This is an optimization exercise on Yosys and OpenROAD, whose aim is small area, a short achievable clock period and few clock cycles per item, not a production implementation. In this exercise RTL edits were held to simulation tests only and were not proved equivalent to the original.

===== constraint.sdc =====
create_clock -name core_clock -period 8.0 [get_ports {clk}]
set_input_delay 1.6000 -clock core_clock [delete_from_list [all_inputs] [get_ports {clk}]]
set_output_delay 1.6000 -clock core_clock [all_outputs]
set_load 0.01 [all_outputs]

===== run.sh =====
#!/bin/bash
# synth_recipe.tcl (not shown) runs the flow's synth.tcl, then flattens the netlist and writes it again
# the make line also repeats each setting of config.mk as NAME=value (left out here)
make -C /OpenROAD-flow-scripts/flow DESIGN_CONFIG=/design/flow/config.mk WORK_HOME=/design/flow/orfs CLKGATE_MAP_FILE= SYNTH_SCRIPT=/design/flow/synth_recipe.tcl finish

===== design.v =====
module mac_s1(input [23:0] ae, input [23:0] be, input [15:0] W, input [15:0] P, output [79:0] x);
wire p0 = ((ae[0] & W[0])) ^ ae[2];
wire p1 = ((ae[0] & W[1]) | (ae[1] & W[0])) ^ ae[2];
wire p2 = ((ae[0] & W[2]) | (ae[1] & W[1])) ^ ae[2];
wire p3 = ((ae[0] & W[3]) | (ae[1] & W[2])) ^ ae[2];
wire p4 = ((ae[0] & W[4]) | (ae[1] & W[3])) ^ ae[2];
wire p5 = ((ae[0] & W[5]) | (ae[1] & W[4])) ^ ae[2];
wire p6 = ((ae[0] & W[6]) | (ae[1] & W[5])) ^ ae[2];
wire p7 = ((ae[0] & W[7]) | (ae[1] & W[6])) ^ ae[2];
wire p8 = ((ae[0] & W[8]) | (ae[1] & W[7])) ^ ae[2];
wire p9 = ((ae[0] & W[9]) | (ae[1] & W[8])) ^ ae[2];
wire p10 = ((ae[0] & W[10]) | (ae[1] & W[9])) ^ ae[2];
wire p11 = ((ae[0] & W[11]) | (ae[1] & W[10])) ^ ae[2];
wire p12 = ((ae[0] & W[12]) | (ae[1] & W[11])) ^ ae[2];
wire p13 = ((ae[0] & W[13]) | (ae[1] & W[12])) ^ ae[2];
wire p14 = ((ae[0] & W[14]) | (ae[1] & W[13])) ^ ae[2];
wire p15 = ((ae[0] & W[15]) | (ae[1] & W[14])) ^ ae[2];
wire p16 = ~(((ae[0] & W[15]) | (ae[1] & W[15])) ^ ae[2]);
wire p17 = ((ae[3] & W[0])) ^ ae[5];
wire p18 = ((ae[3] & W[1]) | (ae[4] & W[0])) ^ ae[5];
wire p19 = ((ae[3] & W[2]) | (ae[4] & W[1])) ^ ae[5];
wire p20 = ((ae[3] & W[3]) | (ae[4] & W[2])) ^ ae[5];
wire p21 = ((ae[3] & W[4]) | (ae[4] & W[3])) ^ ae[5];
wire p22 = ((ae[3] & W[5]) | (ae[4] & W[4])) ^ ae[5];
wire p23 = ((ae[3] & W[6]) | (ae[4] & W[5])) ^ ae[5];
wire p24 = ((ae[3] & W[7]) | (ae[4] & W[6])) ^ ae[5];
wire p25 = ((ae[3] & W[8]) | (ae[4] & W[7])) ^ ae[5];
wire p26 = ((ae[3] & W[9]) | (ae[4] & W[8])) ^ ae[5];
wire p27 = ((ae[3] & W[10]) | (ae[4] & W[9])) ^ ae[5];
wire p28 = ((ae[3] & W[11]) | (ae[4] & W[10])) ^ ae[5];
wire p29 = ((ae[3] & W[12]) | (ae[4] & W[11])) ^ ae[5];
wire p30 = ((ae[3] & W[13]) | (ae[4] & W[12])) ^ ae[5];
wire p31 = ((ae[3] & W[14]) | (ae[4] & W[13])) ^ ae[5];
wire p32 = ((ae[3] & W[15]) | (ae[4] & W[14])) ^ ae[5];
wire p33 = ~(((ae[3] & W[15]) | (ae[4] & W[15])) ^ ae[5]);
wire p34 = ((ae[6] & W[0])) ^ ae[8];
wire p35 = ((ae[6] & W[1]) | (ae[7] & W[0])) ^ ae[8];
wire p36 = ((ae[6] & W[2]) | (ae[7] & W[1])) ^ ae[8];
wire p37 = ((ae[6] & W[3]) | (ae[7] & W[2])) ^ ae[8];
wire p38 = ((ae[6] & W[4]) | (ae[7] & W[3])) ^ ae[8];
wire p39 = ((ae[6] & W[5]) | (ae[7] & W[4])) ^ ae[8];
wire p40 = ((ae[6] & W[6]) | (ae[7] & W[5])) ^ ae[8];
wire p41 = ((ae[6] & W[7]) | (ae[7] & W[6])) ^ ae[8];
wire p42 = ((ae[6] & W[8]) | (ae[7] & W[7])) ^ ae[8];
wire p43 = ((ae[6] & W[9]) | (ae[7] & W[8])) ^ ae[8];
wire p44 = ((ae[6] & W[10]) | (ae[7] & W[9])) ^ ae[8];
wire p45 = ((ae[6] & W[11]) | (ae[7] & W[10])) ^ ae[8];
wire p46 = ((ae[6] & W[12]) | (ae[7] & W[11])) ^ ae[8];
wire p47 = ((ae[6] & W[13]) | (ae[7] & W[12])) ^ ae[8];
wire p48 = ((ae[6] & W[14]) | (ae[7] & W[13])) ^ ae[8];
wire p49 = ((ae[6] & W[15]) | (ae[7] & W[14])) ^ ae[8];
wire p50 = ~(((ae[6] & W[15]) | (ae[7] & W[15])) ^ ae[8]);
wire p51 = ((ae[9] & W[0])) ^ ae[11];
wire p52 = ((ae[9] & W[1]) | (ae[10] & W[0])) ^ ae[11];
wire p53 = ((ae[9] & W[2]) | (ae[10] & W[1])) ^ ae[11];
wire p54 = ((ae[9] & W[3]) | (ae[10] & W[2])) ^ ae[11];
wire p55 = ((ae[9] & W[4]) | (ae[10] & W[3])) ^ ae[11];
wire p56 = ((ae[9] & W[5]) | (ae[10] & W[4])) ^ ae[11];
wire p57 = ((ae[9] & W[6]) | (ae[10] & W[5])) ^ ae[11];
wire p58 = ((ae[9] & W[7]) | (ae[10] & W[6])) ^ ae[11];
wire p59 = ((ae[9] & W[8]) | (ae[10] & W[7])) ^ ae[11];
wire p60 = ((ae[9] & W[9]) | (ae[10] & W[8])) ^ ae[11];
wire p61 = ((ae[9] & W[10]) | (ae[10] & W[9])) ^ ae[11];
wire p62 = ((ae[9] & W[11]) | (ae[10] & W[10])) ^ ae[11];
wire p63 = ((ae[9] & W[12]) | (ae[10] & W[11])) ^ ae[11];
wire p64 = ((ae[9] & W[13]) | (ae[10] & W[12])) ^ ae[11];
wire p65 = ((ae[9] & W[14]) | (ae[10] & W[13])) ^ ae[11];
wire p66 = ((ae[9] & W[15]) | (ae[10] & W[14])) ^ ae[11];
wire p67 = ~(((ae[9] & W[15]) | (ae[10] & W[15])) ^ ae[11]);
wire p68 = ((ae[12] & W[0])) ^ ae[14];
wire p69 = ((ae[12] & W[1]) | (ae[13] & W[0])) ^ ae[14];
wire p70 = ((ae[12] & W[2]) | (ae[13] & W[1])) ^ ae[14];
wire p71 = ((ae[12] & W[3]) | (ae[13] & W[2])) ^ ae[14];
wire p72 = ((ae[12] & W[4]) | (ae[13] & W[3])) ^ ae[14];
wire p73 = ((ae[12] & W[5]) | (ae[13] & W[4])) ^ ae[14];
wire p74 = ((ae[12] & W[6]) | (ae[13] & W[5])) ^ ae[14];
wire p75 = ((ae[12] & W[7]) | (ae[13] & W[6])) ^ ae[14];
wire p76 = ((ae[12] & W[8]) | (ae[13] & W[7])) ^ ae[14];
wire p77 = ((ae[12] & W[9]) | (ae[13] & W[8])) ^ ae[14];
wire p78 = ((ae[12] & W[10]) | (ae[13] & W[9])) ^ ae[14];
wire p79 = ((ae[12] & W[11]) | (ae[13] & W[10])) ^ ae[14];
wire p80 = ((ae[12] & W[12]) | (ae[13] & W[11])) ^ ae[14];
wire p81 = ((ae[12] & W[13]) | (ae[13] & W[12])) ^ ae[14];
wire p82 = ((ae[12] & W[14]) | (ae[13] & W[13])) ^ ae[14];
wire p83 = ((ae[12] & W[15]) | (ae[13] & W[14])) ^ ae[14];
wire p84 = ((ae[15] & W[0])) ^ ae[17];
wire p85 = ((ae[15] & W[1]) | (ae[16] & W[0])) ^ ae[17];
wire p86 = ((ae[15] & W[2]) | (ae[16] & W[1])) ^ ae[17];
wire p87 = ((ae[15] & W[3]) | (ae[16] & W[2])) ^ ae[17];
wire p88 = ((ae[15] & W[4]) | (ae[16] & W[3])) ^ ae[17];
wire p89 = ((ae[15] & W[5]) | (ae[16] & W[4])) ^ ae[17];
wire p90 = ((ae[15] & W[6]) | (ae[16] & W[5])) ^ ae[17];
wire p91 = ((ae[15] & W[7]) | (ae[16] & W[6])) ^ ae[17];
wire p92 = ((ae[15] & W[8]) | (ae[16] & W[7])) ^ ae[17];
wire p93 = ((ae[15] & W[9]) | (ae[16] & W[8])) ^ ae[17];
wire p94 = ((ae[15] & W[10]) | (ae[16] & W[9])) ^ ae[17];
wire p95 = ((ae[15] & W[11]) | (ae[16] & W[10])) ^ ae[17];
wire p96 = ((ae[15] & W[12]) | (ae[16] & W[11])) ^ ae[17];
wire p97 = ((ae[15] & W[13]) | (ae[16] & W[12])) ^ ae[17];
wire p98 = ((ae[18] & W[0])) ^ ae[20];
wire p99 = ((ae[18] & W[1]) | (ae[19] & W[0])) ^ ae[20];
wire p100 = ((ae[18] & W[2]) | (ae[19] & W[1])) ^ ae[20];
wire p101 = ((ae[18] & W[3]) | (ae[19] & W[2])) ^ ae[20];
wire p102 = ((ae[18] & W[4]) | (ae[19] & W[3])) ^ ae[20];
wire p103 = ((ae[18] & W[5]) | (ae[19] & W[4])) ^ ae[20];
wire p104 = ((ae[18] & W[6]) | (ae[19] & W[5])) ^ ae[20];
wire p105 = ((ae[18] & W[7]) | (ae[19] & W[6])) ^ ae[20];
wire p106 = ((ae[18] & W[8]) | (ae[19] & W[7])) ^ ae[20];
wire p107 = ((ae[18] & W[9]) | (ae[19] & W[8])) ^ ae[20];
wire p108 = ((ae[18] & W[10]) | (ae[19] & W[9])) ^ ae[20];
wire p109 = ((ae[18] & W[11]) | (ae[19] & W[10])) ^ ae[20];
wire p110 = ((ae[21] & W[0])) ^ ae[23];
wire p111 = ((ae[21] & W[1]) | (ae[22] & W[0])) ^ ae[23];
wire p112 = ((ae[21] & W[2]) | (ae[22] & W[1])) ^ ae[23];
wire p113 = ((ae[21] & W[3]) | (ae[22] & W[2])) ^ ae[23];
wire p114 = ((ae[21] & W[4]) | (ae[22] & W[3])) ^ ae[23];
wire p115 = ((ae[21] & W[5]) | (ae[22] & W[4])) ^ ae[23];
wire p116 = ((ae[21] & W[6]) | (ae[22] & W[5])) ^ ae[23];
wire p117 = ((ae[21] & W[7]) | (ae[22] & W[6])) ^ ae[23];
wire p118 = ((ae[21] & W[8]) | (ae[22] & W[7])) ^ ae[23];
wire p119 = ((ae[21] & W[9]) | (ae[22] & W[8])) ^ ae[23];
wire p120 = ((be[0] & P[0])) ^ be[2];
wire p121 = ((be[0] & P[1]) | (be[1] & P[0])) ^ be[2];
wire p122 = ((be[0] & P[2]) | (be[1] & P[1])) ^ be[2];
wire p123 = ((be[0] & P[3]) | (be[1] & P[2])) ^ be[2];
wire p124 = ((be[0] & P[4]) | (be[1] & P[3])) ^ be[2];
wire p125 = ((be[0] & P[5]) | (be[1] & P[4])) ^ be[2];
wire p126 = ((be[0] & P[6]) | (be[1] & P[5])) ^ be[2];
wire p127 = ((be[0] & P[7]) | (be[1] & P[6])) ^ be[2];
wire p128 = ((be[0] & P[8]) | (be[1] & P[7])) ^ be[2];
wire p129 = ((be[0] & P[9]) | (be[1] & P[8])) ^ be[2];
wire p130 = ((be[0] & P[10]) | (be[1] & P[9])) ^ be[2];
wire p131 = ((be[0] & P[11]) | (be[1] & P[10])) ^ be[2];
wire p132 = ((be[0] & P[12]) | (be[1] & P[11])) ^ be[2];
wire p133 = ((be[0] & P[13]) | (be[1] & P[12])) ^ be[2];
wire p134 = ((be[0] & P[14]) | (be[1] & P[13])) ^ be[2];
wire p135 = ((be[0] & P[15]) | (be[1] & P[14])) ^ be[2];
wire p136 = ~(((be[0] & P[15]) | (be[1] & P[15])) ^ be[2]);
wire p137 = ((be[3] & P[0])) ^ be[5];
wire p138 = ((be[3] & P[1]) | (be[4] & P[0])) ^ be[5];
wire p139 = ((be[3] & P[2]) | (be[4] & P[1])) ^ be[5];
wire p140 = ((be[3] & P[3]) | (be[4] & P[2])) ^ be[5];
wire p141 = ((be[3] & P[4]) | (be[4] & P[3])) ^ be[5];
wire p142 = ((be[3] & P[5]) | (be[4] & P[4])) ^ be[5];
wire p143 = ((be[3] & P[6]) | (be[4] & P[5])) ^ be[5];
wire p144 = ((be[3] & P[7]) | (be[4] & P[6])) ^ be[5];
wire p145 = ((be[3] & P[8]) | (be[4] & P[7])) ^ be[5];
wire p146 = ((be[3] & P[9]) | (be[4] & P[8])) ^ be[5];
wire p147 = ((be[3] & P[10]) | (be[4] & P[9])) ^ be[5];
wire p148 = ((be[3] & P[11]) | (be[4] & P[10])) ^ be[5];
wire p149 = ((be[3] & P[12]) | (be[4] & P[11])) ^ be[5];
wire p150 = ((be[3] & P[13]) | (be[4] & P[12])) ^ be[5];
wire p151 = ((be[3] & P[14]) | (be[4] & P[13])) ^ be[5];
wire p152 = ((be[3] & P[15]) | (be[4] & P[14])) ^ be[5];
wire p153 = ~(((be[3] & P[15]) | (be[4] & P[15])) ^ be[5]);
wire p154 = ((be[6] & P[0])) ^ be[8];
wire p155 = ((be[6] & P[1]) | (be[7] & P[0])) ^ be[8];
wire p156 = ((be[6] & P[2]) | (be[7] & P[1])) ^ be[8];
wire p157 = ((be[6] & P[3]) | (be[7] & P[2])) ^ be[8];
wire p158 = ((be[6] & P[4]) | (be[7] & P[3])) ^ be[8];
wire p159 = ((be[6] & P[5]) | (be[7] & P[4])) ^ be[8];
wire p160 = ((be[6] & P[6]) | (be[7] & P[5])) ^ be[8];
wire p161 = ((be[6] & P[7]) | (be[7] & P[6])) ^ be[8];
wire p162 = ((be[6] & P[8]) | (be[7] & P[7])) ^ be[8];
wire p163 = ((be[6] & P[9]) | (be[7] & P[8])) ^ be[8];
wire p164 = ((be[6] & P[10]) | (be[7] & P[9])) ^ be[8];
wire p165 = ((be[6] & P[11]) | (be[7] & P[10])) ^ be[8];
wire p166 = ((be[6] & P[12]) | (be[7] & P[11])) ^ be[8];
wire p167 = ((be[6] & P[13]) | (be[7] & P[12])) ^ be[8];
wire p168 = ((be[6] & P[14]) | (be[7] & P[13])) ^ be[8];
wire p169 = ((be[6] & P[15]) | (be[7] & P[14])) ^ be[8];
wire p170 = ~(((be[6] & P[15]) | (be[7] & P[15])) ^ be[8]);
wire p171 = ((be[9] & P[0])) ^ be[11];
wire p172 = ((be[9] & P[1]) | (be[10] & P[0])) ^ be[11];
wire p173 = ((be[9] & P[2]) | (be[10] & P[1])) ^ be[11];
wire p174 = ((be[9] & P[3]) | (be[10] & P[2])) ^ be[11];
wire p175 = ((be[9] & P[4]) | (be[10] & P[3])) ^ be[11];
wire p176 = ((be[9] & P[5]) | (be[10] & P[4])) ^ be[11];
wire p177 = ((be[9] & P[6]) | (be[10] & P[5])) ^ be[11];
wire p178 = ((be[9] & P[7]) | (be[10] & P[6])) ^ be[11];
wire p179 = ((be[9] & P[8]) | (be[10] & P[7])) ^ be[11];
wire p180 = ((be[9] & P[9]) | (be[10] & P[8])) ^ be[11];
wire p181 = ((be[9] & P[10]) | (be[10] & P[9])) ^ be[11];
wire p182 = ((be[9] & P[11]) | (be[10] & P[10])) ^ be[11];
wire p183 = ((be[9] & P[12]) | (be[10] & P[11])) ^ be[11];
wire p184 = ((be[9] & P[13]) | (be[10] & P[12])) ^ be[11];
wire p185 = ((be[9] & P[14]) | (be[10] & P[13])) ^ be[11];
wire p186 = ((be[9] & P[15]) | (be[10] & P[14])) ^ be[11];
wire p187 = ~(((be[9] & P[15]) | (be[10] & P[15])) ^ be[11]);
wire p188 = ((be[12] & P[0])) ^ be[14];
wire p189 = ((be[12] & P[1]) | (be[13] & P[0])) ^ be[14];
wire p190 = ((be[12] & P[2]) | (be[13] & P[1])) ^ be[14];
wire p191 = ((be[12] & P[3]) | (be[13] & P[2])) ^ be[14];
wire p192 = ((be[12] & P[4]) | (be[13] & P[3])) ^ be[14];
wire p193 = ((be[12] & P[5]) | (be[13] & P[4])) ^ be[14];
wire p194 = ((be[12] & P[6]) | (be[13] & P[5])) ^ be[14];
wire p195 = ((be[12] & P[7]) | (be[13] & P[6])) ^ be[14];
wire p196 = ((be[12] & P[8]) | (be[13] & P[7])) ^ be[14];
wire p197 = ((be[12] & P[9]) | (be[13] & P[8])) ^ be[14];
wire p198 = ((be[12] & P[10]) | (be[13] & P[9])) ^ be[14];
wire p199 = ((be[12] & P[11]) | (be[13] & P[10])) ^ be[14];
wire p200 = ((be[12] & P[12]) | (be[13] & P[11])) ^ be[14];
wire p201 = ((be[12] & P[13]) | (be[13] & P[12])) ^ be[14];
wire p202 = ((be[12] & P[14]) | (be[13] & P[13])) ^ be[14];
wire p203 = ((be[12] & P[15]) | (be[13] & P[14])) ^ be[14];
wire p204 = ((be[15] & P[0])) ^ be[17];
wire p205 = ((be[15] & P[1]) | (be[16] & P[0])) ^ be[17];
wire p206 = ((be[15] & P[2]) | (be[16] & P[1])) ^ be[17];
wire p207 = ((be[15] & P[3]) | (be[16] & P[2])) ^ be[17];
wire p208 = ((be[15] & P[4]) | (be[16] & P[3])) ^ be[17];
wire p209 = ((be[15] & P[5]) | (be[16] & P[4])) ^ be[17];
wire p210 = ((be[15] & P[6]) | (be[16] & P[5])) ^ be[17];
wire p211 = ((be[15] & P[7]) | (be[16] & P[6])) ^ be[17];
wire p212 = ((be[15] & P[8]) | (be[16] & P[7])) ^ be[17];
wire p213 = ((be[15] & P[9]) | (be[16] & P[8])) ^ be[17];
wire p214 = ((be[15] & P[10]) | (be[16] & P[9])) ^ be[17];
wire p215 = ((be[15] & P[11]) | (be[16] & P[10])) ^ be[17];
wire p216 = ((be[15] & P[12]) | (be[16] & P[11])) ^ be[17];
wire p217 = ((be[15] & P[13]) | (be[16] & P[12])) ^ be[17];
wire p218 = ((be[18] & P[0])) ^ be[20];
wire p219 = ((be[18] & P[1]) | (be[19] & P[0])) ^ be[20];
wire p220 = ((be[18] & P[2]) | (be[19] & P[1])) ^ be[20];
wire p221 = ((be[18] & P[3]) | (be[19] & P[2])) ^ be[20];
wire p222 = ((be[18] & P[4]) | (be[19] & P[3])) ^ be[20];
wire p223 = ((be[18] & P[5]) | (be[19] & P[4])) ^ be[20];
wire p224 = ((be[18] & P[6]) | (be[19] & P[5])) ^ be[20];
wire p225 = ((be[18] & P[7]) | (be[19] & P[6])) ^ be[20];
wire p226 = ((be[18] & P[8]) | (be[19] & P[7])) ^ be[20];
wire p227 = ((be[18] & P[9]) | (be[19] & P[8])) ^ be[20];
wire p228 = ((be[18] & P[10]) | (be[19] & P[9])) ^ be[20];
wire p229 = ((be[18] & P[11]) | (be[19] & P[10])) ^ be[20];
wire p230 = ((be[21] & P[0])) ^ be[23];
wire p231 = ((be[21] & P[1]) | (be[22] & P[0])) ^ be[23];
wire p232 = ((be[21] & P[2]) | (be[22] & P[1])) ^ be[23];
wire p233 = ((be[21] & P[3]) | (be[22] & P[2])) ^ be[23];
wire p234 = ((be[21] & P[4]) | (be[22] & P[3])) ^ be[23];
wire p235 = ((be[21] & P[5]) | (be[22] & P[4])) ^ be[23];
wire p236 = ((be[21] & P[6]) | (be[22] & P[5])) ^ be[23];
wire p237 = ((be[21] & P[7]) | (be[22] & P[6])) ^ be[23];
wire p238 = ((be[21] & P[8]) | (be[22] & P[7])) ^ be[23];
wire p239 = ((be[21] & P[9]) | (be[22] & P[8])) ^ be[23];
wire p240 = ae[2] ^ be[2] ^ p0;
wire p241 = (ae[2] & be[2]) | (ae[2] & p0) | (be[2] & p0);
wire p242 = p1 ^ p121;
wire p243 = p1 & p121;
wire p244 = ae[5] ^ be[5] ^ p122;
wire p245 = (ae[5] & be[5]) | (ae[5] & p122) | (be[5] & p122);
wire p246 = p137 ^ p17 ^ p2;
wire p247 = (p137 & p17) | (p137 & p2) | (p17 & p2);
wire p248 = p243 ^ p244;
wire p249 = p243 & p244;
wire p250 = p123 ^ p138 ^ p18;
wire p251 = (p123 & p138) | (p123 & p18) | (p138 & p18);
wire p252 = p3 ^ p245 ^ p247;
wire p253 = (p3 & p245) | (p3 & p247) | (p245 & p247);
wire p254 = p250 ^ p249;
wire p255 = p250 & p249;
wire p256 = ae[8] ^ be[8] ^ p124;
wire p257 = (ae[8] & be[8]) | (ae[8] & p124) | (be[8] & p124);
wire p258 = p139 ^ p154 ^ p19;
wire p259 = (p139 & p154) | (p139 & p19) | (p154 & p19);
wire p260 = p34 ^ p4 ^ p251;
wire p261 = (p34 & p4) | (p34 & p251) | (p4 & p251);
wire p262 = p256 ^ p258 ^ p253;
wire p263 = (p256 & p258) | (p256 & p253) | (p258 & p253);
wire p264 = p255 ^ p260;
wire p265 = p255 & p260;
wire p266 = p125 ^ p140 ^ p155;
wire p267 = (p125 & p140) | (p125 & p155) | (p140 & p155);
wire p268 = p20 ^ p35 ^ p5;
wire p269 = (p20 & p35) | (p20 & p5) | (p35 & p5);
wire p270 = p257 ^ p259 ^ p266;
wire p271 = (p257 & p259) | (p257 & p266) | (p259 & p266);
wire p272 = p268 ^ p261 ^ p270;
wire p273 = (p268 & p261) | (p268 & p270) | (p261 & p270);
wire p274 = p265 ^ p263;
wire p275 = p265 & p263;
wire p276 = ae[11] ^ be[11] ^ p126;
wire p277 = (ae[11] & be[11]) | (ae[11] & p126) | (be[11] & p126);
wire p278 = p141 ^ p156 ^ p171;
wire p279 = (p141 & p156) | (p141 & p171) | (p156 & p171);
wire p280 = p21 ^ p36 ^ p51;
wire p281 = (p21 & p36) | (p21 & p51) | (p36 & p51);
wire p282 = p6 ^ p267 ^ p269;
wire p283 = (p6 & p267) | (p6 & p269) | (p267 & p269);
wire p284 = p276 ^ p278 ^ p280;
wire p285 = (p276 & p278) | (p276 & p280) | (p278 & p280);
wire p286 = p271 ^ p282 ^ p284;
wire p287 = (p271 & p282) | (p271 & p284) | (p282 & p284);
wire p288 = p275 ^ p273;
wire p289 = p275 & p273;
wire p290 = p127 ^ p142 ^ p157;
wire p291 = (p127 & p142) | (p127 & p157) | (p142 & p157);
wire p292 = p172 ^ p22 ^ p37;
wire p293 = (p172 & p22) | (p172 & p37) | (p22 & p37);
wire p294 = p52 ^ p7 ^ p277;
wire p295 = (p52 & p7) | (p52 & p277) | (p7 & p277);
wire p296 = p279 ^ p281 ^ p290;
wire p297 = (p279 & p281) | (p279 & p290) | (p281 & p290);
wire p298 = p292 ^ p283 ^ p285;
wire p299 = (p292 & p283) | (p292 & p285) | (p283 & p285);
wire p300 = p294 ^ p296 ^ p287;
wire p301 = (p294 & p296) | (p294 & p287) | (p296 & p287);
wire p302 = p298 ^ p289;
wire p303 = p298 & p289;
wire p304 = ae[14] ^ be[14] ^ p128;
wire p305 = (ae[14] & be[14]) | (ae[14] & p128) | (be[14] & p128);
wire p306 = p143 ^ p158 ^ p173;
wire p307 = (p143 & p158) | (p143 & p173) | (p158 & p173);
wire p308 = p188 ^ p23 ^ p38;
wire p309 = (p188 & p23) | (p188 & p38) | (p23 & p38);
wire p310 = p53 ^ p68 ^ p8;
wire p311 = (p53 & p68) | (p53 & p8) | (p68 & p8);
wire p312 = p291 ^ p293 ^ p304;
wire p313 = (p291 & p293) | (p291 & p304) | (p293 & p304);
wire p314 = p306 ^ p308 ^ p310;
wire p315 = (p306 & p308) | (p306 & p310) | (p308 & p310);
wire p316 = p295 ^ p297 ^ p312;
wire p317 = (p295 & p297) | (p295 & p312) | (p297 & p312);
wire p318 = p314 ^ p299;
wire p319 = p314 & p299;
wire p320 = p129 ^ p144 ^ p159;
wire p321 = (p129 & p144) | (p129 & p159) | (p144 & p159);
wire p322 = p174 ^ p189 ^ p24;
wire p323 = (p174 & p189) | (p174 & p24) | (p189 & p24);
wire p324 = p39 ^ p54 ^ p69;
wire p325 = (p39 & p54) | (p39 & p69) | (p54 & p69);
wire p326 = p9 ^ p305 ^ p307;
wire p327 = (p9 & p305) | (p9 & p307) | (p305 & p307);
wire p328 = p309 ^ p311 ^ p320;
wire p329 = (p309 & p311) | (p309 & p320) | (p311 & p320);
wire p330 = p322 ^ p324 ^ p313;
wire p331 = (p322 & p324) | (p322 & p313) | (p324 & p313);
wire p332 = p315 ^ p326 ^ p328;
wire p333 = (p315 & p326) | (p315 & p328) | (p326 & p328);
wire p334 = ae[17] ^ be[17] ^ p10;
wire p335 = (ae[17] & be[17]) | (ae[17] & p10) | (be[17] & p10);
wire p336 = p130 ^ p145 ^ p160;
wire p337 = (p130 & p145) | (p130 & p160) | (p145 & p160);
wire p338 = p175 ^ p190 ^ p204;
wire p339 = (p175 & p190) | (p175 & p204) | (p190 & p204);
wire p340 = p25 ^ p40 ^ p55;
wire p341 = (p25 & p40) | (p25 & p55) | (p40 & p55);
wire p342 = p70 ^ p84 ^ p321;
wire p343 = (p70 & p84) | (p70 & p321) | (p84 & p321);
wire p344 = p323 ^ p325 ^ p334;
wire p345 = (p323 & p325) | (p323 & p334) | (p325 & p334);
wire p346 = p336 ^ p338 ^ p340;
wire p347 = (p336 & p338) | (p336 & p340) | (p338 & p340);
wire p348 = p327 ^ p329 ^ p342;
wire p349 = (p327 & p329) | (p327 & p342) | (p329 & p342);
wire p350 = p344 ^ p346;
wire p351 = p344 & p346;
wire p352 = p11 ^ p131 ^ p146;
wire p353 = (p11 & p131) | (p11 & p146) | (p131 & p146);
wire p354 = p161 ^ p176 ^ p191;
wire p355 = (p161 & p176) | (p161 & p191) | (p176 & p191);
wire p356 = p205 ^ p26 ^ p41;
wire p357 = (p205 & p26) | (p205 & p41) | (p26 & p41);
wire p358 = p56 ^ p71 ^ p85;
wire p359 = (p56 & p71) | (p56 & p85) | (p71 & p85);
wire p360 = p335 ^ p337 ^ p339;
wire p361 = (p335 & p337) | (p335 & p339) | (p337 & p339);
wire p362 = p341 ^ p352 ^ p354;
wire p363 = (p341 & p352) | (p341 & p354) | (p352 & p354);
wire p364 = p356 ^ p358 ^ p343;
wire p365 = (p356 & p358) | (p356 & p343) | (p358 & p343);
wire p366 = p345 ^ p347 ^ p360;
wire p367 = (p345 & p347) | (p345 & p360) | (p347 & p360);
wire p368 = p362 ^ p351;
wire p369 = p362 & p351;
wire p370 = ae[20] ^ be[20] ^ p12;
wire p371 = (ae[20] & be[20]) | (ae[20] & p12) | (be[20] & p12);
wire p372 = p132 ^ p147 ^ p162;
wire p373 = (p132 & p147) | (p132 & p162) | (p147 & p162);
wire p374 = p177 ^ p192 ^ p206;
wire p375 = (p177 & p192) | (p177 & p206) | (p192 & p206);
wire p376 = p218 ^ p27 ^ p42;
wire p377 = (p218 & p27) | (p218 & p42) | (p27 & p42);
wire p378 = p57 ^ p72 ^ p86;
wire p379 = (p57 & p72) | (p57 & p86) | (p72 & p86);
wire p380 = p98 ^ p353 ^ p355;
wire p381 = (p98 & p353) | (p98 & p355) | (p353 & p355);
wire p382 = p357 ^ p359 ^ p370;
wire p383 = (p357 & p359) | (p357 & p370) | (p359 & p370);
wire p384 = p372 ^ p374 ^ p376;
wire p385 = (p372 & p374) | (p372 & p376) | (p374 & p376);
wire p386 = p378 ^ p361 ^ p363;
wire p387 = (p378 & p361) | (p378 & p363) | (p361 & p363);
wire p388 = p380 ^ p382 ^ p384;
wire p389 = (p380 & p382) | (p380 & p384) | (p382 & p384);
wire p390 = p365 ^ p367;
wire p391 = p365 & p367;
wire p392 = p13 ^ p133 ^ p148;
wire p393 = (p13 & p133) | (p13 & p148) | (p133 & p148);
wire p394 = p163 ^ p178 ^ p193;
wire p395 = (p163 & p178) | (p163 & p193) | (p178 & p193);
wire p396 = p207 ^ p219 ^ p28;
wire p397 = (p207 & p219) | (p207 & p28) | (p219 & p28);
wire p398 = p43 ^ p58 ^ p73;
wire p399 = (p43 & p58) | (p43 & p73) | (p58 & p73);
wire p400 = p87 ^ p99 ^ p371;
wire p401 = (p87 & p99) | (p87 & p371) | (p99 & p371);
wire p402 = p373 ^ p375 ^ p377;
wire p403 = (p373 & p375) | (p373 & p377) | (p375 & p377);
wire p404 = p379 ^ p392 ^ p394;
wire p405 = (p379 & p392) | (p379 & p394) | (p392 & p394);
wire p406 = p396 ^ p398 ^ p381;
wire p407 = (p396 & p398) | (p396 & p381) | (p398 & p381);
wire p408 = p383 ^ p385 ^ p400;
wire p409 = (p383 & p385) | (p383 & p400) | (p385 & p400);
wire p410 = p402 ^ p404 ^ p387;
wire p411 = (p402 & p404) | (p402 & p387) | (p404 & p387);
wire p412 = p406 ^ p389;
wire p413 = p406 & p389;
wire p414 = ae[23] ^ be[23] ^ p100;
wire p415 = (ae[23] & be[23]) | (ae[23] & p100) | (be[23] & p100);
wire p416 = p110 ^ p134 ^ p14;
wire p417 = (p110 & p134) | (p110 & p14) | (p134 & p14);
wire p418 = p149 ^ p164 ^ p179;
wire p419 = (p149 & p164) | (p149 & p179) | (p164 & p179);
wire p420 = p194 ^ p208 ^ p220;
wire p421 = (p194 & p208) | (p194 & p220) | (p208 & p220);
wire p422 = p230 ^ p29 ^ p44;
wire p423 = (p230 & p29) | (p230 & p44) | (p29 & p44);
wire p424 = p59 ^ p74 ^ p88;
wire p425 = (p59 & p74) | (p59 & p88) | (p74 & p88);
wire p426 = p393 ^ p395 ^ p397;
wire p427 = (p393 & p395) | (p393 & p397) | (p395 & p397);
wire p428 = p399 ^ p414 ^ p416;
wire p429 = (p399 & p414) | (p399 & p416) | (p414 & p416);
wire p430 = p418 ^ p420 ^ p422;
wire p431 = (p418 & p420) | (p418 & p422) | (p420 & p422);
wire p432 = p424 ^ p401 ^ p403;
wire p433 = (p424 & p401) | (p424 & p403) | (p401 & p403);
wire p434 = p405 ^ p426 ^ p428;
wire p435 = (p405 & p426) | (p405 & p428) | (p426 & p428);
wire p436 = p430 ^ p407 ^ p409;
wire p437 = (p430 & p407) | (p430 & p409) | (p407 & p409);
wire p438 = p432 ^ p434;
wire p439 = p432 & p434;
wire p440 = p101 ^ p111 ^ p135;
wire p441 = (p101 & p111) | (p101 & p135) | (p111 & p135);
wire p442 = p15 ^ p150 ^ p165;
wire p443 = (p15 & p150) | (p15 & p165) | (p150 & p165);
wire p444 = p180 ^ p195 ^ p209;
wire p445 = (p180 & p195) | (p180 & p209) | (p195 & p209);
wire p446 = p221 ^ p231 ^ p30;
wire p447 = (p221 & p231) | (p221 & p30) | (p231 & p30);
wire p448 = p45 ^ p60 ^ p75;
wire p449 = (p45 & p60) | (p45 & p75) | (p60 & p75);
wire p450 = p89 ^ p415 ^ p417;
wire p451 = (p89 & p415) | (p89 & p417) | (p415 & p417);
wire p452 = p419 ^ p421 ^ p423;
wire p453 = (p419 & p421) | (p419 & p423) | (p421 & p423);
wire p454 = p425 ^ p440 ^ p442;
wire p455 = (p425 & p440) | (p425 & p442) | (p440 & p442);
wire p456 = p444 ^ p446 ^ p448;
wire p457 = (p444 & p446) | (p444 & p448) | (p446 & p448);
wire p458 = p427 ^ p429 ^ p431;
wire p459 = (p427 & p429) | (p427 & p431) | (p429 & p431);
wire p460 = p450 ^ p452 ^ p454;
wire p461 = (p450 & p452) | (p450 & p454) | (p452 & p454);
wire p462 = p456 ^ p433 ^ p435;
wire p463 = (p456 & p433) | (p456 & p435) | (p433 & p435);
wire p464 = p458 ^ p460;
wire p465 = p458 & p460;
wire p466 = p102 ^ p112 ^ p136;
wire p467 = (p102 & p112) | (p102 & p136) | (p112 & p136);
wire p468 = p151 ^ p16 ^ p166;
wire p469 = (p151 & p16) | (p151 & p166) | (p16 & p166);
wire p470 = p181 ^ p196 ^ p210;
wire p471 = (p181 & p196) | (p181 & p210) | (p196 & p210);
wire p472 = p222 ^ p232 ^ p31;
wire p473 = (p222 & p232) | (p222 & p31) | (p232 & p31);
wire p474 = p46 ^ p61 ^ p76;
wire p475 = (p46 & p61) | (p46 & p76) | (p61 & p76);
wire p476 = p90 ^ p441 ^ p443;
wire p477 = (p90 & p441) | (p90 & p443) | (p441 & p443);
wire p478 = p445 ^ p447 ^ p449;
wire p479 = (p445 & p447) | (p445 & p449) | (p447 & p449);
wire p480 = p466 ^ p468 ^ p470;
wire p481 = (p466 & p468) | (p466 & p470) | (p468 & p470);
wire p482 = p472 ^ p474 ^ p451;
wire p483 = (p472 & p474) | (p472 & p451) | (p474 & p451);
wire p484 = p453 ^ p455 ^ p457;
wire p485 = (p453 & p455) | (p453 & p457) | (p455 & p457);
wire p486 = p476 ^ p478 ^ p480;
wire p487 = (p476 & p478) | (p476 & p480) | (p478 & p480);
wire p488 = p459 ^ p482 ^ p461;
wire p489 = (p459 & p482) | (p459 & p461) | (p482 & p461);
wire p490 = p484 ^ p486;
wire p491 = p484 & p486;
wire p492 = ~(p103 ^ p113);
wire p493 = p103 | p113;
wire p494 = p152 ^ p167 ^ p182;
wire p495 = (p152 & p167) | (p152 & p182) | (p167 & p182);
wire p496 = p197 ^ p211 ^ p223;
wire p497 = (p197 & p211) | (p197 & p223) | (p211 & p223);
wire p498 = p233 ^ p32 ^ p47;
wire p499 = (p233 & p32) | (p233 & p47) | (p32 & p47);
wire p500 = p62 ^ p77 ^ p91;
wire p501 = (p62 & p77) | (p62 & p91) | (p77 & p91);
wire p502 = p467 ^ p469 ^ p471;
wire p503 = (p467 & p469) | (p467 & p471) | (p469 & p471);
wire p504 = p473 ^ p475 ^ p492;
wire p505 = (p473 & p475) | (p473 & p492) | (p475 & p492);
wire p506 = p494 ^ p496 ^ p498;
wire p507 = (p494 & p496) | (p494 & p498) | (p496 & p498);
wire p508 = p500 ^ p477 ^ p479;
wire p509 = (p500 & p477) | (p500 & p479) | (p477 & p479);
wire p510 = p481 ^ p502 ^ p504;
wire p511 = (p481 & p502) | (p481 & p504) | (p502 & p504);
wire p512 = p506 ^ p483 ^ p485;
wire p513 = (p506 & p483) | (p506 & p485) | (p483 & p485);
wire p514 = p508 ^ p487 ^ p510;
wire p515 = (p508 & p487) | (p508 & p510) | (p487 & p510);
wire p516 = ~(p104 ^ p114);
wire p517 = p104 | p114;
wire p518 = p153 ^ p168 ^ p183;
wire p519 = (p153 & p168) | (p153 & p183) | (p168 & p183);
wire p520 = p198 ^ p212 ^ p224;
wire p521 = (p198 & p212) | (p198 & p224) | (p212 & p224);
wire p522 = p234 ^ p33 ^ p48;
wire p523 = (p234 & p33) | (p234 & p48) | (p33 & p48);
wire p524 = p63 ^ p78 ^ p92;
wire p525 = (p63 & p78) | (p63 & p92) | (p78 & p92);
wire p526 = p493 ^ p495 ^ p497;
wire p527 = (p493 & p495) | (p493 & p497) | (p495 & p497);
wire p528 = p499 ^ p501 ^ p516;
wire p529 = (p499 & p501) | (p499 & p516) | (p501 & p516);
wire p530 = p518 ^ p520 ^ p522;
wire p531 = (p518 & p520) | (p518 & p522) | (p520 & p522);
wire p532 = p524 ^ p503 ^ p505;
wire p533 = (p524 & p503) | (p524 & p505) | (p503 & p505);
wire p534 = p507 ^ p526 ^ p528;
wire p535 = (p507 & p526) | (p507 & p528) | (p526 & p528);
wire p536 = p530 ^ p509 ^ p511;
wire p537 = (p530 & p509) | (p530 & p511) | (p509 & p511);
wire p538 = p532 ^ p534;
wire p539 = p532 & p534;
wire p540 = p105 ^ p115 ^ p169;
wire p541 = (p105 & p115) | (p105 & p169) | (p115 & p169);
wire p542 = p184 ^ p199 ^ p213;
wire p543 = (p184 & p199) | (p184 & p213) | (p199 & p213);
wire p544 = p225 ^ p235 ^ p49;
wire p545 = (p225 & p235) | (p225 & p49) | (p235 & p49);
wire p546 = p64 ^ p79 ^ p93;
wire p547 = (p64 & p79) | (p64 & p93) | (p79 & p93);
wire p548 = p517 ^ p519 ^ p521;
wire p549 = (p517 & p519) | (p517 & p521) | (p519 & p521);
wire p550 = p523 ^ p525 ^ p540;
wire p551 = (p523 & p525) | (p523 & p540) | (p525 & p540);
wire p552 = p542 ^ p544 ^ p546;
wire p553 = (p542 & p544) | (p542 & p546) | (p544 & p546);
wire p554 = p527 ^ p529 ^ p531;
wire p555 = (p527 & p529) | (p527 & p531) | (p529 & p531);
wire p556 = p548 ^ p550 ^ p552;
wire p557 = (p548 & p550) | (p548 & p552) | (p550 & p552);
wire p558 = p533 ^ p535 ^ p554;
wire p559 = (p533 & p535) | (p533 & p554) | (p535 & p554);
wire p560 = ~(p106 ^ p116);
wire p561 = p106 | p116;
wire p562 = p170 ^ p185 ^ p200;
wire p563 = (p170 & p185) | (p170 & p200) | (p185 & p200);
wire p564 = p214 ^ p226 ^ p236;
wire p565 = (p214 & p226) | (p214 & p236) | (p226 & p236);
wire p566 = p50 ^ p65 ^ p80;
wire p567 = (p50 & p65) | (p50 & p80) | (p65 & p80);
wire p568 = p94 ^ p541 ^ p543;
wire p569 = (p94 & p541) | (p94 & p543) | (p541 & p543);
wire p570 = p545 ^ p547 ^ p560;
wire p571 = (p545 & p547) | (p545 & p560) | (p547 & p560);
wire p572 = p562 ^ p564 ^ p566;
wire p573 = (p562 & p564) | (p562 & p566) | (p564 & p566);
wire p574 = p549 ^ p551 ^ p553;
wire p575 = (p549 & p551) | (p549 & p553) | (p551 & p553);
wire p576 = p568 ^ p570 ^ p572;
wire p577 = (p568 & p570) | (p568 & p572) | (p570 & p572);
wire p578 = p555 ^ p557;
wire p579 = p555 & p557;
wire p580 = p107 ^ p117 ^ p186;
wire p581 = (p107 & p117) | (p107 & p186) | (p117 & p186);
wire p582 = p201 ^ p215 ^ p227;
wire p583 = (p201 & p215) | (p201 & p227) | (p215 & p227);
wire p584 = p237 ^ p66 ^ p81;
wire p585 = (p237 & p66) | (p237 & p81) | (p66 & p81);
wire p586 = p95 ^ p561 ^ p563;
wire p587 = (p95 & p561) | (p95 & p563) | (p561 & p563);
wire p588 = p565 ^ p567 ^ p580;
wire p589 = (p565 & p567) | (p565 & p580) | (p567 & p580);
wire p590 = p582 ^ p584 ^ p569;
wire p591 = (p582 & p584) | (p582 & p569) | (p584 & p569);
wire p592 = p571 ^ p573 ^ p586;
wire p593 = (p571 & p573) | (p571 & p586) | (p573 & p586);
wire p594 = p588 ^ p575 ^ p590;
wire p595 = (p588 & p575) | (p588 & p590) | (p575 & p590);
wire p596 = ~(p108 ^ p118);
wire p597 = p108 | p118;
wire p598 = p187 ^ p202 ^ p216;
wire p599 = (p187 & p202) | (p187 & p216) | (p202 & p216);
wire p600 = p228 ^ p238 ^ p67;
wire p601 = (p228 & p238) | (p228 & p67) | (p238 & p67);
wire p602 = p82 ^ p96 ^ p581;
wire p603 = (p82 & p96) | (p82 & p581) | (p96 & p581);
wire p604 = p583 ^ p585 ^ p596;
wire p605 = (p583 & p585) | (p583 & p596) | (p585 & p596);
wire p606 = p598 ^ p600 ^ p587;
wire p607 = (p598 & p600) | (p598 & p587) | (p600 & p587);
wire p608 = p589 ^ p602 ^ p604;
wire p609 = (p589 & p602) | (p589 & p604) | (p602 & p604);
wire p610 = p591 ^ p593;
wire p611 = p591 & p593;
wire p612 = p109 ^ p119 ^ p203;
wire p613 = (p109 & p119) | (p109 & p203) | (p119 & p203);
wire p614 = p217 ^ p229 ^ p239;
wire p615 = (p217 & p229) | (p217 & p239) | (p229 & p239);
wire p616 = p83 ^ p97 ^ p597;
wire p617 = (p83 & p97) | (p83 & p597) | (p97 & p597);
wire p618 = p599 ^ p601 ^ p612;
wire p619 = (p599 & p601) | (p599 & p612) | (p601 & p612);
wire p620 = p614 ^ p603 ^ p605;
wire p621 = (p614 & p603) | (p614 & p605) | (p603 & p605);
wire p622 = p616 ^ p618 ^ p607;
wire p623 = (p616 & p618) | (p616 & p607) | (p618 & p607);
assign x = {p622, p611, p620, p609, p595, p610, p608, p606, p594, p579, p592, p577, p559, p578, p576, p574, p558, p537, p539, p556, p536, p515, p538, p513, p514, p512, p489, p491, p488, p490, p463, p465, p462, p464, p439, p437, p438, p436, p411, p413, p410, p412, p391, p408, p390, p388, p386, p369, p368, p366, p364, p349, p348, p333, p350, p331, p332, p319, p330, p317, p303, p301, p318, p316, p302, p300, p288, p286, p274, p272, p262, p264, p254, p252, p248, p246, p241, p242, p240, p120};
endmodule
module mac_s2(input [79:0] x, output [15:0] y);
wire q0 = x[16] ^ x[17] ^ x[18];
wire q1 = (x[16] & x[17]) | (x[16] & x[18]) | (x[17] & x[18]);
wire q2 = x[20] ^ x[21] ^ x[22];
wire q3 = (x[20] & x[21]) | (x[20] & x[22]) | (x[21] & x[22]);
wire q4 = x[23] ^ q1;
wire q5 = x[23] & q1;
wire q6 = x[24] ^ x[25] ^ x[26];
wire q7 = (x[24] & x[25]) | (x[24] & x[26]) | (x[25] & x[26]);
wire q8 = x[27] ^ q3 ^ q6;
wire q9 = (x[27] & q3) | (x[27] & q6) | (q3 & q6);
wire q10 = x[28] ^ x[29] ^ x[30];
wire q11 = (x[28] & x[29]) | (x[28] & x[30]) | (x[29] & x[30]);
wire q12 = x[31] ^ q7 ^ q10;
wire q13 = (x[31] & q7) | (x[31] & q10) | (q7 & q10);
wire q14 = x[32] ^ x[33] ^ x[34];
wire q15 = (x[32] & x[33]) | (x[32] & x[34]) | (x[33] & x[34]);
wire q16 = x[35] ^ q11 ^ q14;
wire q17 = (x[35] & q11) | (x[35] & q14) | (q11 & q14);
wire q18 = x[36] ^ x[37] ^ x[38];
wire q19 = (x[36] & x[37]) | (x[36] & x[38]) | (x[37] & x[38]);
wire q20 = x[39] ^ q15 ^ q18;
wire q21 = (x[39] & q15) | (x[39] & q18) | (q15 & q18);
wire q22 = x[40] ^ x[41] ^ x[42];
wire q23 = (x[40] & x[41]) | (x[40] & x[42]) | (x[41] & x[42]);
wire q24 = x[43] ^ q19 ^ q22;
wire q25 = (x[43] & q19) | (x[43] & q22) | (q19 & q22);
wire q26 = x[44] ^ x[45] ^ x[46];
wire q27 = (x[44] & x[45]) | (x[44] & x[46]) | (x[45] & x[46]);
wire q28 = x[47] ^ q23 ^ q26;
wire q29 = (x[47] & q23) | (x[47] & q26) | (q23 & q26);
wire q30 = x[48] ^ x[49] ^ x[50];
wire q31 = (x[48] & x[49]) | (x[48] & x[50]) | (x[49] & x[50]);
wire q32 = x[51] ^ q27 ^ q30;
wire q33 = (x[51] & q27) | (x[51] & q30) | (q27 & q30);
wire q34 = x[52] ^ x[53] ^ x[54];
wire q35 = (x[52] & x[53]) | (x[52] & x[54]) | (x[53] & x[54]);
wire q36 = x[55] ^ q31 ^ q34;
wire q37 = (x[55] & q31) | (x[55] & q34) | (q31 & q34);
wire q38 = x[56] ^ x[57] ^ x[58];
wire q39 = (x[56] & x[57]) | (x[56] & x[58]) | (x[57] & x[58]);
wire q40 = x[59] ^ q35 ^ q38;
wire q41 = (x[59] & q35) | (x[59] & q38) | (q35 & q38);
wire q42 = x[60] ^ x[61] ^ x[62];
wire q43 = (x[60] & x[61]) | (x[60] & x[62]) | (x[61] & x[62]);
wire q44 = x[63] ^ q39 ^ q42;
wire q45 = (x[63] & q39) | (x[63] & q42) | (q39 & q42);
wire q46 = x[64] ^ x[65] ^ x[66];
wire q47 = (x[64] & x[65]) | (x[64] & x[66]) | (x[65] & x[66]);
wire q48 = x[67] ^ q43 ^ q46;
wire q49 = (x[67] & q43) | (x[67] & q46) | (q43 & q46);
wire q50 = x[68] ^ x[69] ^ x[70];
wire q51 = (x[68] & x[69]) | (x[68] & x[70]) | (x[69] & x[70]);
wire q52 = x[71] ^ q47 ^ q50;
wire q53 = (x[71] & q47) | (x[71] & q50) | (q47 & q50);
wire q54 = x[72] ^ x[73] ^ x[74];
wire q55 = (x[72] & x[73]) | (x[72] & x[74]) | (x[73] & x[74]);
wire q56 = x[75] ^ q51 ^ q54;
wire q57 = (x[75] & q51) | (x[75] & q54) | (q51 & q54);
wire q58 = x[76] ^ x[77] ^ x[78];
wire q59 = (x[76] & x[77]) | (x[76] & x[78]) | (x[77] & x[78]);
wire q60 = x[79] ^ q55 ^ q58;
wire q61 = (x[79] & q55) | (x[79] & q58) | (q55 & q58);
wire [23:0] sum = {q57, q53, q49, q45, q41, q37, q33, q29, q25, q21, q17, q13, q9, q5, q2, x[19], x[14], x[12], x[10], x[8], x[6], x[4], x[2], x[0]} + {q60, q56, q52, q48, q44, q40, q36, q32, q28, q24, q20, q16, q12, q8, q4, q0, x[15], x[13], x[11], x[9], x[7], x[5], x[3], x[1]};
assign y = sum[23:8];
endmodule
`timescale 1ns/1ps
module phase_ctrl(
                  input             clk,
                  input             resetn,
                  input             i2c_wr,
                  input  [15:0]     i2c_wdata,
                  input  [3:0]      i2c_addr,
                  input             fifo_empty,
                  input  [17:0]     fifo_rdata,
                  output            fifo_rden,
                  output     [17:0] fifo_wdata,
                  output            fifo_wren,
                  input             fifo_almost_full
                 );
localparam NX = 80;
wire [23:0] enc_a, enc_b;
genvar k;
generate
    for (k = 0; k < 8; k = k + 1) begin : benc
        wire hi  = i2c_wdata[2*k+1];
        wire mid = i2c_wdata[2*k];
        wire lo  = (k == 0) ? 1'b0 : i2c_wdata[(k == 0) ? 0 : 2*k-1];
        wire one = mid ^ lo;
        wire two = (hi & ~mid & ~lo) | (~hi & mid & lo);
        assign enc_a[3*k+2:3*k] = {hi, two, one};
        assign enc_b[3*k+2:3*k] = {~hi, two, one};
    end
endgenerate
reg [23:0] ae;   
reg [23:0] be;   
always @(posedge clk or negedge resetn) begin
    if (!resetn) begin
        ae <= 24'h001000;
        be <= 24'h925924;
    end else if (i2c_wr) begin
        if (i2c_addr == 4'd0) ae <= enc_a;
        if (i2c_addr == 4'd1) be <= enc_b;
    end
end
reg [8:0] sr;
reg [2:0] credit;        
reg       hv;            
reg       adv;           
wire mid = |sr[4:0];
wire ov = |sr[8:3];      
wire can_wr = |credit;
wire idle = ~|sr;
assign fifo_rden = (adv & mid) | (adv & ~fifo_empty);
assign fifo_wren = ov & can_wr;
wire       ov_n = adv ? |sr[7:2] : ov;
wire [2:0] credit_n = (fifo_almost_full ? (idle ? 3'd0 : credit) : 3'd6) - {2'b00, fifo_wren};
always @(posedge clk or negedge resetn) begin
    if (!resetn) begin
        sr <= 9'd0;
        hv <= 1'b0;
    end else if (adv) begin
        sr <= {sr[7:0], ~mid & ~fifo_empty};
        if (sr[6]) hv <= 1'b1;
    end
end
always @(posedge clk or negedge resetn) begin
    if (!resetn) begin
        credit <= 3'd0;
        adv <= 1'b1;
    end else begin
        credit <= credit_n;
        adv <= ~ov_n | (|credit_n);
    end
end
reg  [15:0]   W;
reg  [15:0]   H0, H1, H2, H3, H4;
reg  [NX-1:0] X;
reg  [15:0]   Y, D;
wire [NX-1:0] x_n;
wire [15:0]   y_n;
wire        rot = sr[1] | sr[2] | sr[3] | sr[5] | sr[6];
wire [15:0] P = H0 & {16{hv}};
mac_s1 s1(.ae(ae), .be(be), .W(W), .P(P), .x(x_n));
mac_s2 s2(.x(X), .y(y_n));
always @(posedge clk) begin
    if (adv) begin
        W <= fifo_rdata[15:0];
        X <= x_n;
        Y <= y_n;
        D <= Y;
        if (rot) begin
            H0 <= H1;
            H1 <= H2;
            H2 <= H3;
            H3 <= H4;
            H4 <= W;
        end
    end
end
assign fifo_wdata = sr[3] ? {2'b01, fifo_rdata[15:0]} :
                    (sr[4] | sr[5] | sr[6]) ? {2'b00, D} :
                    {sr[8], 1'b0, Y};
endmodule

===== config.mk =====
export PLATFORM = sky130hd
export DESIGN_NAME = phase_ctrl
export DESIGN_NICKNAME = phase_ctrl
export VERILOG_FILES = /design/flow/design.v
export SDC_FILE = /design/flow/constraint.sdc
export NUM_CORES = 4
export LEC_CHECK = 0
export ABC_AREA = 1
export CAP_MARGIN = 20
export CORE_MARGIN = 2
export CORE_UTILIZATION = 40
export SETUP_SLACK_MARGIN = 4.3
export SLEW_MARGIN = 20

==> notes.md, run 1 <==
The flow ran to the end and the layout has no timing, DRC or antenna violations. The worst path setup slack after routing is 4.32 ns. The worst hold slack across all endpoints is 0.412 ns.

From left edge to right edge, the die measures ~230 µm. In the layout the commonest cells are sky130_fd_sc_hd__inv_1, sky130_fd_sc_hd__nand2_1, sky130_fd_sc_hd__xor2_1. The floorplan core area is between 50000 and 60000 µm².

The initial utilization of the core area, before any placement, comes to 0.403. The pre-CTS setup slack came out at ~3.5 ns. After synthesis, the largest family of logic cells by area is adder cells. The final net count is between 2000 and 2500. In this run, synthesis inferred 208 flip-flops with an integrated enable. The number of global-route vias before repair was 15300. The sort of element at the end of the critical path is a primary output. The total setup violations reported at the end of the flow is 0. At the worst endpoint, the arrival time is 2.08 ns. After detailed routing, the average wire length per cell comes to 21.6 µm. The leftover overflow at the end of global routing is 0. The mux cell area share after synthesis is 0.

The setup TNS after final layout came out at 0 ns. The height of the die is between 200 and 250 µm. The fraction of the mapped netlist area in compound gates came out at 0.104. The first-pass GRT wire length is around 93 mm. The count of final max-slew check failures is 0. In the finished design, the share of the clock period the worst path needs comes to 0.460. For this run, the top clock speed supported by timing is 272 MHz. The number of maximum-capacitance violations is 0. The sequential element share of the synthesized area came out at 0.380.

The clock root buffer is sky130_fd_sc_hd__clkbuf_16. The count of nets left with antenna violations once routing finished came out at 0. The average cell area after synthesis is 10.0 µm². The floorplan has 83 rows. The mapped netlist covers approximately 21000 µm². The clock tree buffer depth is 3. Counting flops and latches in the post-synthesis netlist gives 270.

The worst setup path is of the in -> out kind. The total clock sinks came out at 270. The quantity of hold-fixing buffers added after cts came out at 0. The number of instances in the synthesized netlist came out at 2054.

The critical path starts at fifo_rdata[2]. The area share of xor/xnor cells in the synthesized design is 0.104. The number of top-level pins came out at 63. The number of warnings issued by yosys is 1. The area share of the leading cell type in the synthesized netlist came out at 0.304. The number of detailed-routing iterations run before antenna repair came out at 5. The CTS tree is yes.

Of the total synthesized cell area, the portion taken by AND, OR, NAND and NOR gates is 0.101. The die covers 53300 µm². The relative slew slack came out at 0.324.

The number of buffers inserted by port buffering is 60. Among all flip-flop cells after synthesis, the most frequent one is sky130_fd_sc_hd__edfxtp_1. Of all cell types, the one taking the most synthesized area is sky130_fd_sc_hd__edfxtp_1.

The number of vias per cell after detailed routing came out at between 5 and 6. The clock skew after layout came out at 0.0344 ns. At the pin with the least slew margin, the transition time is 1.01 ns.

The weighted congestion at the end of routability-driven global placement came out at 0.940. The via count is 15200. The biggest fanout along the worst timing path came out at 2. The count of antenna diodes in the layout is 0. After synthesis, the cell types taking the most area are sky130_fd_sc_hd__edfxtp_1, sky130_fd_sc_hd__fa_1, sky130_fd_sc_hd__xor2_1, sky130_fd_sc_hd__inv_1, sky130_fd_sc_hd__dfrtp_1. In this run the worst hold path is classified as reg -> reg.

The post-route minimum period came out at approximately 3.7 ns. The initial antenna violation count came out at 0. The number of DRC markers in iteration 0 came out at 1441. Setup repair after global routing could not meet its margin everywhere. The startpoint identified for the worst hold timing path is H2[14]$_DFFE_PP_. The aggregate routed wire length came out at 61.0 mm.

The adder and majority gate portion of the synthesized area is 0.214. The startpoint identified for the worst register-to-register timing path is be[1]$_DFFE_PN0P_. The detailed-route DRC error count is 0. The final hold violation count came out at 0. The clock buffer count from CTS came out at 31. The library cell used most frequently in the layout, excluding fill and tap cells, is sky130_fd_sc_hd__inv_1.

The maximum number of pins on one net before global-route repair is 70. The required time at the endpoint of the critical path came out at roughly 6.4 ns. The area added between synthesis and finish came out at 13.2%. The share of layout cells above drive strength 1 is 0.120. The async set or reset register ratio after synthesis came out at 0.230. The post-DP HPWL came out at between 40 and 50 mm.

Clock-pin slew was measured on the worst setup and hold paths at ~0.060 ns. The clock latency at the later pin of the worst-skew pair is 0.62 ns. The startpoint type of the worst setup path is an input port.

In this run the number of H-tree levels came out at 1. Across every metal layer, demand over resource in global routing totals 0.231. The count of unique library cells instantiated by Yosys is 36.

The synthesized netlist net count is 2335.
## cell usage after synthesis (all sizes together), types with 10 or more instances
library cell  count
a31oi            18
nand3            56
o22ai           208
inv             381
nand2           338
clkinv           10
dfrtp            51
fa              191
edfxtp          208
buf              61
ha               47
nand4            11
nor2             56
a21oi            37
dfstp            11
clkbuf           34
o21ai            69
xor2            238
## cell families (layout without fill, tap and decap cells)
logic type / count (synthesis) / in the layout
fa+ha+maj: 238 / 238
xor+xnor: 245 / 245
simple gates: 476 / 476
buf+inv: 486 / 580
flops: 270 / 270
compound gates: 339 / 339
## sequential cells by signal, indices dropped and copies added (netlist names)
signal  count
ae         24
D          16
adv         1
H4         16
Y          16
W          16
H0         16
X          80
be         24
H2         16
H1         16
H3         16
hv          1
credit      3
sr          9
## stage by stage
stage,instances,instance area (µm²),utilization
6_report,2828,23300,0.456
3_5_place_dp,2708,21600,0.422
4_1_cts,2792,22900,0.448
2_1_floorplan,2054,20600,-
3_3_place_gp,2708,21600,0.422
5_1_grt,2828,23300,0.456
## worst paths after layout
path,to,slack [ns],cells past startpoint
worst max register to register,X[54]$_DFFE_PP_,4.38,8
worst min register to register,H1[14]$_DFFE_PP_,0.41,0
max in group asynchronous,ae[5]$_DFFE_PN0P_,6.09,2
worst min-delay path,H1[14]$_DFFE_PP_,0.41,0
worst max-delay path,fifo_wdata[2],4.32,4
min in group asynchronous,sr[7]$_DFFE_PN0P_,1.17,2
## area by class of cell
| type | instances | area [µm²] |
|---|---|---|
| flip-flops and latches | 270 | 7840 |
| fillers | 4879 | 27800 |
| repair inverters | 1 | 7.51 |
| clock inverters | 21 | 264 |
| repair buffers | 130 | 1090 |
| well taps | 680 | 851 |
| multi-input cells | 1298 | 10800 |
| clock buffers | 37 | 860 |
| inverters | 391 | 1570 |
## critical path, cell delays in order
cell	delay [ns]
sky130_fd_sc_hd__buf_2	0.10
sky130_fd_sc_hd__nor2_2	0.04
sky130_fd_sc_hd__a31oi_1	0.18
sky130_fd_sc_hd__buf_2	0.16
## layer usage
layer  share of wire  global-route usage  vias to the layer above
li1                -                   -                     6807
met1            0.40               0.304                     7555
met2            0.46               0.368                      660
met3           0.073              0.0343                      178
met4           0.065               0.127                        0
met5               0                   0                        -
## what timing repair did
item,CTS,global route
setup endpoints to repair,71,33
gates cloned,3,0
setup buffers,23,36
pin swaps,4,2
resized for setup,159,37
Testbench counts, summed over its fixed seeds: cycles 2,336, frames 384.
==> run 2: changes to the inputs <==
--- a/config.mk
+++ b/config.mk
@@ -9,5 +9,5 @@
 export CAP_MARGIN = 20
 export CORE_MARGIN = 2
 export CORE_UTILIZATION = 40
-export SETUP_SLACK_MARGIN = 4.3
+export SETUP_SLACK_MARGIN = 4.45
 export SLEW_MARGIN = 20
==> notes.md, run 2 <==
The number of vias per cell after detailed routing came out at 5.36 (-0.31%). The average cell area after synthesis is 10.0 µm² (unchanged). The total setup violations reported at the end of the flow came out at 0 (unchanged). On the critical path, the stage with the largest delay is an instance of sky130_fd_sc_hd__buf_2. The number of flip-flops under the largest register name came out at 80 (unchanged). The biggest area contributor in the post-synthesis netlist is sky130_fd_sc_hd__edfxtp_1.

The clock latency at the later pin of the worst-skew pair came out at 0.62 ns (about the same). Sorting the synthesized cells by area gives the leading types as sky130_fd_sc_hd__edfxtp_1, sky130_fd_sc_hd__fa_1, sky130_fd_sc_hd__xor2_1, sky130_fd_sc_hd__inv_1, sky130_fd_sc_hd__dfrtp_1. The effective utilization at floorplan is 0.403 (unchanged). The relative slew slack is 0.264 (-0.0603). The initial antenna violation count was 0 (unchanged).

After synthesis, the most frequently instantiated cells are sky130_fd_sc_hd__inv_1, sky130_fd_sc_hd__nand2_1, sky130_fd_sc_hd__xor2_1. The number of DRC markers in iteration 0 is 1447 (+0.42%). The synthesized netlist net count was 2335 (unchanged).

The type of the worst setup path is in -> out. The first-pass GRT wire length is 94.2 mm (+1.5%). The synthesis-stage register bit count came to 270 (unchanged).

The worst endpoint data arrival time came out at 2.04 ns (-0.04 ns). The height of the die came out at 231 µm (unchanged). The placed cell count is 2708 (unchanged).

The area share of the leading cell type in the synthesized netlist is 0.304 (unchanged). The number of detailed-routing iterations run before antenna repair came out at 5 (unchanged). In the synthesized netlist the dominant register cell turns out to be sky130_fd_sc_hd__edfxtp_1. The summed instance area of the synthesized netlist is 20600 µm² (unchanged). The aggregate routed wire length was 63.1 mm (+3.4%). The clock-pin slew on the worst setup and hold paths is 0.06 ns (about the same). The number of top-level pins came to 63 (unchanged).

The count of final max-slew check failures is 0 (unchanged). The cell row count is 83 (unchanged). The slack of the worst reg-to-reg path is 4.44 ns (+0.06 ns). The transition time at the pin with the least slew margin is 1.10 ns (+0.0902 ns). The number of standard cells in the final layout excluding fillers is 2924 (+3.4%). The via count came out at 15700 (+3.1%). The sequential element share of the synthesized area is 0.380 (unchanged). Setup repair after global routing could not meet its margin everywhere. In this run the worst hold path is classified as reg -> reg. The count of unique library cells instantiated by Yosys was 36 (unchanged). The final period utilization is 0.454 (-0.00541). The required time at the endpoint of the critical path came out at 6.40 ns (about the same). In the final layout, the registers with the most flip-flops are X: 80 flops, ae: 24 flops, be: 24 flops. Traced cell by cell, the critical path runs through buf_6 -> nor2_1 -> a31oi_1 -> buf_2.

The post-DP HPWL is 44.3 mm (unchanged). The floorplan core area is 51100 µm² (unchanged). TritonCTS built the clock tree. The share of the core filled with cells came out at 0.482 (+0.0263).

The setup TNS after final layout is 0 ns (unchanged). The async set or reset register ratio after synthesis is 0.230 (unchanged). Leaving out fill and tap cells, the most frequent cell in the layout is sky130_fd_sc_hd__inv_1.

The routed length per placed instance was 21.6 µm (about the same). The library cells used most frequently in the layout, excluding fill and tap cells, are sky130_fd_sc_hd__inv_1, sky130_fd_sc_hd__nand2_1, sky130_fd_sc_hd__xor2_1. The total global routing track utilization came out at 0.235 (+0.00335). The total clock sinks is 270 (unchanged). The maximum achievable frequency came out at 275 MHz (+1.2%). The register ranked first by flip-flop count is X. The clock buffer count from CTS came out at 31 (unchanged). The clock tree buffer depth is 3 (unchanged). The post-route minimum period came out at 3.64 ns (-0.0433 ns). The share of layout cells above drive strength 1 came out at 0.193 (+0.0728). The count of antenna diodes in the layout came to 0 (unchanged). The number of warnings issued by yosys came out at 1 (unchanged). The maximum number of pins on one net before global-route repair was 70 (unchanged).

The stage delay of the slowest cell on the critical path is 0.17 ns (about the same). The run finished with no timing, DRC or antenna violations. The number of maximum-capacitance violations is 0 (unchanged). The detailed-route DRC error count is 0 (unchanged). The clock skew after layout came out at 0.0320 ns (-0.00239 ns).

The final net count came out at 2500 (+4.0%). The H-tree depth came out at 1 (unchanged). The worst path setup slack after routing is 4.36 ns (+0.0433 ns).

The die extent in x came out at 231 µm (unchanged). The number of instances in the synthesized netlist is 2054 (unchanged). The worst hold slack across all endpoints is 0.412 ns (-0.000674 ns).

The number of global-route vias before repair came to 15600 (+2.0%). The biggest fanout along the worst timing path came to 2 (unchanged). Yosys instantiated no cell more often than sky130_fd_sc_hd__inv_1. The area added between synthesis and finish came out at 19.8%. The tree is rooted in a sky130_fd_sc_hd__clkbuf_16. The worst setup path is launched from an input port. The number of enable flip-flop cells after synthesis was 208 (unchanged). The die area came out at 53300 µm² (unchanged). The sort of element at the end of the critical path is a primary output. The weighted congestion at the end of routability-driven global placement came out at 0.940 (unchanged). The count of nets left with antenna violations after detail routing is 0 (unchanged). The number of buffers inserted by port buffering came to 60 (unchanged).

The leftover overflow at the end of global routing came to 0 (unchanged). The final hold violation count came to 0 (unchanged). The pre-CTS setup slack is 3.45 ns (unchanged).
==> run 2: cell counts after synthesis <==
Identical to the previous run, type by type.
==> run 2: logic make-up (layout without fill, tap and decap cells) <==
group                    Yosys count  after routing  share of synthesized area
AO/OA/AOI/OAI                    339            339                      0.104
XOR/XNOR                         245            245                      0.104
adder cells (fa/ha/maj)          238            238                      0.214
buffers and inverters            486            674                     0.0966
flip-flops                       270            270                      0.380
AND/OR/NAND/NOR                  476            478                      0.101
==> run 2: area by class of cell <==
| class | count | area (µm²) |
|---|---|---|
| clock buffers | 37 | 860 |
| fillers | 4739 | 26500 |
| inverters | 391 | 1640 |
| repair inverters | 2 | 12.5 |
| flip-flops and latches | 270 | 7840 |
| repair buffers | 223 | 2030 |
| multi-input cells | 1300 | 11200 |
| well taps | 680 | 851 |
| clock inverters | 21 | 264 |
==> run 2: final timing paths <==
check                                  from             endpoint  depth (start not counted)
max                          fifo_rdata[13]       fifo_wdata[13]                          4
min                        H2[14]$_DFFE_PP_     H1[14]$_DFFE_PP_                          0
max reg2reg                  hv$_DFFE_PN0P_      X[14]$_DFFE_PP_                         10
min reg2reg                H2[14]$_DFFE_PP_     H1[14]$_DFFE_PP_                          0
max in group asynchronous            resetn    ae[5]$_DFFE_PN0P_                          2
min in group asynchronous            resetn  credit[2]$_DFF_PN0_                          2
==> run 2: worst max-delay path: cells and delay by family <==
family / cells / cell delay [ns]
compound gates: 1 / 0.15
buf+inv: 2 / 0.24
simple gates: 1 / 0.04
==> run 2: timing repair <==
action,in CTS,in global routing
endpoints found under the setup margin,76,62
hold buffers,0,0
hold endpoints to repair,0,0
gates resized for setup,241,77
pin swaps,28,31
gates cloned,4,2
buffers inserted,68,84
==> run 2: routing by layer <==
metal | global-route usage | share of wire | vias up
met2 | 0.374 | 0.46 | 724
met4 | 0.128 | 0.061 | 0
li1 | - | - | 7005
met3 | 0.0383 | 0.078 | 180
met1 | 0.306 | 0.40 | 7758
met5 | 0 | 0 | -
==> run 2: metrics by stage <==
step                      area (µm²)
after global placement         21600
after global routing           24600
after CTS                      23600
final                          24600
after detailed placement       21600
after floorplan                20600

-- static timing again, ports no longer ideal --
How much do the figures lean on ideal ports? The routed layouts below were timed once more, with nothing changed but the port constraints.
Step 1 (the two cells are an assumption about what drives the block):
set clk [get_ports {clk}]
set_driving_cell -lib_cell sky130_fd_sc_hd__clkbuf_16 $clk
set_driving_cell -lib_cell sky130_fd_sc_hd__buf_2 [delete_from_list [all_inputs] $clk]
Step 2 also shifts input and output timing later by t, the mid clock arrival at the registers, as if the neighbouring blocks saw the same clock.
Slacks: ideal ports / drivers / drivers and shift; pairs: ideal ports / drivers.
run	t, ns	setup WS [ns]	worst register clock-pin slew, ns	worst data-port slew with drivers (ns)	cell pins on the clock port's net
run 1	0.659	4.322 / 4.290 / 4.017	0.07 / 0.07	0.04	1
run 2	0.655	4.365 / 4.308 / 4.068	0.07 / 0.07	0.06	1
After both steps every run listed still meets setup and hold. For run 1, which loses most, drivers alone change the setup slack by -0.032 ns; drivers and shift together by -0.305 ns.
